From an optimization exercise on the open Yosys and OpenROAD flow, aimed at small area; shortcuts taken in it are not production practice. Function was checked by simulation only, so behaviour that the tests miss may differ from the original. Power is estimated from default activity; no workload was simulated.

## ekf_est
module ekf_est (
    clk,
    n_rst,
    start,
    init,
    mode,
    i_b,
    v_t,
    ready,
    ekf_vrc,
    ekf_soc,
    ekf_done
);
input clk, n_rst;
input start;
input init;
input mode;
input [4:0] i_b;
input [23:0] v_t;
output ready;
output [23:0] ekf_vrc;
output [23:0] ekf_soc;
output ekf_done;
localparam [23:0] TH4_1 = 24'h03645a, TH4_2 = 24'h011d14, TH4_3 = 24'h01fbe7;
localparam [23:0] TH5_1 = 24'h5d2474, TH5_2 = 24'h688659, TH5_3 = 24'h53d3c3;
localparam [23:0] A4_F = 24'h6aff26, A4_S = 24'hadf77e;
localparam [23:0] A42_F = 24'h597b91, A42_S = 24'h348cd8;
localparam [23:0] B1_F = 24'hff463e, B1_S = 24'hf8be67;
localparam [23:0] B2_F = 24'h00b729, B2_S = 24'h0727a3;
localparam [23:0] DT_F = 24'h03ea03, DT_S = 24'h0a5753;
localparam [23:0] QC = 24'h000346;       
localparam [23:0] SOC_CH = 24'h010000, SOC_DIS = 24'h640000;
localparam [4:0] S_IDLE = 5'd0, S_A = 5'd1, S_B = 5'd2, S_C = 5'd3, S_D = 5'd4,
  ...
For scale: roughly 1,800 cells after synthesis, about 84 I/O pins, about 17,000 um2 of cells after synthesis.
clock: 20.0 ns
lec_check: 0
abc_area: 1
cap_margin: 20
core_margin: 2
core_utilization: 60
cts_buf_list: sky130_fd_sc_hd__clkbuf_2 sky130_fd_sc_hd__clkbuf_4 sky130_fd_sc_hd__clkbuf_8
place_density: 0.7
slew_margin: 20
run.sh (not shown) runs the stock make flow with config.mk's settings and CLKGATE_MAP_FILE= SYNTH_SCRIPT=/design/flow/synth_recipe.tcl, a recipe that flattens the netlist after the stock synthesis.
The starting point completed with no timing, DRC or antenna violations.
Change:
Settings changed: CORE_UTILIZATION 60 to 30, CTS_BUF_LIST sky130_fd_sc_hd__clkbuf_2 sky130_fd_sc_hd__clkbuf_4 sky130_fd_sc_hd__clkbuf_8 to sky130_fd_sc_hd__clkbuf_4, PLACE_DENSITY 0.7 to 0.45.
After rerunning: The new run completed without violations; synthesized cell count stays the same; worst hold slack is worse by 0.020 ns; final area went up by 4.1%; count of clock-buffer cells in the layout went up by 69; area after synthesis stays the same; global-route usage went down by 14 points.

========
job 101:
ekf_est, a different RTL version from the one above (not shown whole).
Size in the first run: ~1900 cells after synthesis, about 84 I/O pins, ~0.017 mm² of cells after synthesis.
// ekf_est
module ekf_est (
    clk,
    n_rst,
    start,
    init,
    mode,
    i_b,
    v_t,
    ready,
    ekf_vrc,
    ekf_soc,
    ekf_done
);
input clk, n_rst;
input start;
input init;
input mode;
input [4:0] i_b;
input [23:0] v_t;
output ready;
output [23:0] ekf_vrc;
output [23:0] ekf_soc;
output ekf_done;
localparam [23:0] TH4_1 = 24'h03645a, TH4_2 = 24'h011d14, TH4_3 = 24'h01fbe7;
localparam [23:0] TH5_1 = 24'h5d2474, TH5_2 = 24'h688659, TH5_3 = 24'h53d3c3;
localparam [23:0] A4_F = 24'h6aff26, A4_S = 24'hadf77e;
localparam [23:0] A42_F = 24'h597b91, A42_S = 24'h348cd8;
localparam [23:0] B1_F = 24'hff463e, B1_S = 24'hf8be67;
localparam [23:0] B2_F = 24'h00b729, B2_S = 24'h0727a3;
localparam [23:0] DT_F = 24'h03ea03, DT_S = 24'h0a5753;
localparam [23:0] QC = 24'h000346;       
localparam [23:0] SOC_CH = 24'h010000, SOC_DIS = 24'h640000;
reg [4:0] ph;
always @(posedge clk or negedge n_rst) begin
    if (!n_rst) ph <= 5'd0;
    else ph <= (ph == 5'd23) ? 5'd0 : ph + 5'd1;
end
localparam [1:0] M_IDLE = 2'd0, M_WAIT = 2'd1, M_RUN = 2'd2, M_DONE = 2'd3;
reg [1:0] md;
reg [5:0] fr;
reg INITF, MODE;
wire accept = (md == M_IDLE) && start;
always @(posedge clk or negedge n_rst) begin
    if (!n_rst) begin
        md <= M_IDLE;
        fr <= 6'd0;
    end else begin
        case (md)
  ...
clock: 20.0 ns
lec_check: 0
abc_area: 1
cap_margin: 20
core_margin: 2
core_utilization: 60
cts_buf_list: sky130_fd_sc_hd__clkbuf_2 sky130_fd_sc_hd__clkbuf_4 sky130_fd_sc_hd__clkbuf_8
place_density: 0.7
slew_margin: 20
standard.sh (not shown) runs the stock make flow with config.mk's settings and CLKGATE_MAP_FILE= SYNTH_SCRIPT=/design/flow/synth_recipe.tcl, a recipe that flattens the netlist after the stock synthesis.
==> flow/flow/run.sh <==
#!/bin/bash
# The standard layout, with three changes: the port buffers are the smallest
# buffer cell, clock tree synthesis adds no dummy loads and uses larger clusters,
# and after placement sizing the resizer recovers area on paths with slack.
set -euo pipefail
export BUFFER_PORTS_ARGS="-buffer_cell sky130_fd_sc_hd__buf_1"
export CTS_ARGS="-sink_clustering_enable -repair_clock_nets -dont_use_dummy_load -sink_clustering_size 15 -sink_clustering_max_diameter 80 -buf_list {sky130_fd_sc_hd__clkbuf_8}"
export POST_RESIZE_TCL="$PWD/flow/recover.tcl"
bash standard.sh > standard_flow.log 2>&1
==> flow/flow/recover.tcl <==
# After placement sizing: with the large setup slack, let the resizer shrink
# cells on paths that have slack to spare (area recovery).
estimate_parasitics -placement
repair_timing -recover_power 100 -verbose
Input-level comparison between job 102 and job 101:
==> flow/flow/run.sh <==
#!/bin/bash
# The standard layout, with two changes: the port buffers are the smallest
# buffer cell, and clock tree synthesis adds no dummy loads and uses larger clusters.
set -euo pipefail
export BUFFER_PORTS_ARGS="-buffer_cell sky130_fd_sc_hd__buf_1"
export CTS_ARGS="-sink_clustering_enable -repair_clock_nets -dont_use_dummy_load -sink_clustering_size 15 -sink_clustering_max_diameter 80 -buf_list {sky130_fd_sc_hd__clkbuf_8}"
bash standard.sh > standard_flow.log 2>&1
diff --git a/flow/config.mk b/flow/config.mk
--- a/flow/config.mk
+++ b/flow/config.mk
@@ -10,5 +10,5 @@
 export CORE_MARGIN = 2
-export CORE_UTILIZATION = 60
+export CORE_UTILIZATION = 75
 export CTS_BUF_LIST = sky130_fd_sc_hd__clkbuf_2 sky130_fd_sc_hd__clkbuf_4 sky130_fd_sc_hd__clkbuf_8
-export PLACE_DENSITY = 0.7
+export PLACE_DENSITY = 0.85
 export SLEW_MARGIN = 20
removed: flow/flow/recover.tcl
Findings:
- Against job 101, job 102 comes in 10 points higher on met1 demand-to-capacity share in global routing.
- Job 102 against job 101: post-layout utilization of the core increased by 16 points relative to the old numbers, area of the die decreased by 0.0056 mm² relative to the old numbers, total power increased by 2.5% relative to the old numbers, reported net switching power increased by 0.000037 W relative to the old numbers.
- Diff job 101..job 102 | mapped cell area | unchanged
- Measured against each other, job 102 and job 101 differ in buffer share of cell area, the higher figure coming from job 101.
- Routed wire length: job 102 vs job 101 up 13%
- In the reports for job 102 and job 101, the smaller HPWL reported at the end of detailed placement belongs to job 101.
- Job 102 vs job 101 — chip width dropped by more than 10%
#### Input delta (job 103 over job 102)
==> flow/flow/run.sh <==
#!/bin/bash
# The standard layout, with two changes: the port buffers are the smallest
# buffer cell, and clock tree synthesis adds no dummy loads and uses larger clusters.
set -euo pipefail
export BUFFER_PORTS_ARGS="-buffer_cell sky130_fd_sc_hd__buf_1"
export CTS_ARGS="-sink_clustering_enable -repair_clock_nets -dont_use_dummy_load -sink_clustering_size 10 -sink_clustering_max_diameter 60 -buf_list {sky130_fd_sc_hd__clkbuf_4}"
bash standard.sh > standard_flow.log 2>&1
diff --git a/flow/config.mk b/flow/config.mk
--- a/flow/config.mk
+++ b/flow/config.mk
@@ -10,5 +10,5 @@
 export CORE_MARGIN = 2
-export CORE_UTILIZATION = 75
+export CORE_UTILIZATION = 60
 export CTS_BUF_LIST = sky130_fd_sc_hd__clkbuf_2 sky130_fd_sc_hd__clkbuf_4 sky130_fd_sc_hd__clkbuf_8
-export PLACE_DENSITY = 0.85
+export PLACE_DENSITY = 0.7
 export SLEW_MARGIN = 20
Results
Actual transition at the worst max-transition pin up 0.064 ns in job 103 wrt job 102. Cell area reported after detailed placement (higher): job 103. Compared with job 102, job 103 shows fraction of layout instances using a drive strength above 1 higher by 0.76 points. Job 103 vs job 102, instance count: job 103 higher. Job 103 vs job 102 — core utilization dropped 16 points. Job 103 vs job 102: number of nets at the end of the flow up in job 103. Cmp job 103 vs job 102: final-layout clock buffer total higher in job 103. The worst setup slack in job 103 was higher than what job 102 gave.

[what the ideal ports hide]
The results above use ideal ports. As a check the final layouts listed here were re-extracted and re-timed, cells and wires unchanged. Step 1, drivers: a clkbuf_16 drives clk and a buf_2 each remaining input, both assumed. Step 2 adds t to the input delays and takes it off the output delays; t is the mean of the earliest and latest rising clock arrival at the registers after step 1. Input paths then give back, and output paths get back, about the clock's delay inside the block. Slacks: ideal ports / drivers / drivers and shift; pairs: ideal ports / drivers.
| run | t, ns | setup slack, ns | hold slack, ns | latest minus earliest clock arrival (ns) | pins driven straight from the clock port |
|---|---|---|---|---|---|
| the first run of note 1 | 0.639 | 6.706 / 6.706 / 6.706 | 0.417 / 0.417 / 0.417 | 0.032 / 0.032 | 1 |
| the second run of note 1 | 0.871 | 7.056 / 7.056 / 7.056 | 0.397 / 0.397 / 0.397 | 0.080 / 0.081 | 1 |
| job 101 | 0.633 | 5.656 / 5.656 / 5.656 | 0.282 / 0.282 / 0.282 | 0.075 / 0.075 | 1 |
| job 102 | 0.639 | 6.138 / 6.138 / 6.138 | 0.320 / 0.320 / 0.320 | 0.037 / 0.037 | 1 |
| job 103 | 0.745 | 6.733 / 6.733 / 6.733 | 0.296 / 0.296 / 0.296 | 0.082 / 0.082 | 1 |
After both steps setup and hold are still met in every run listed.
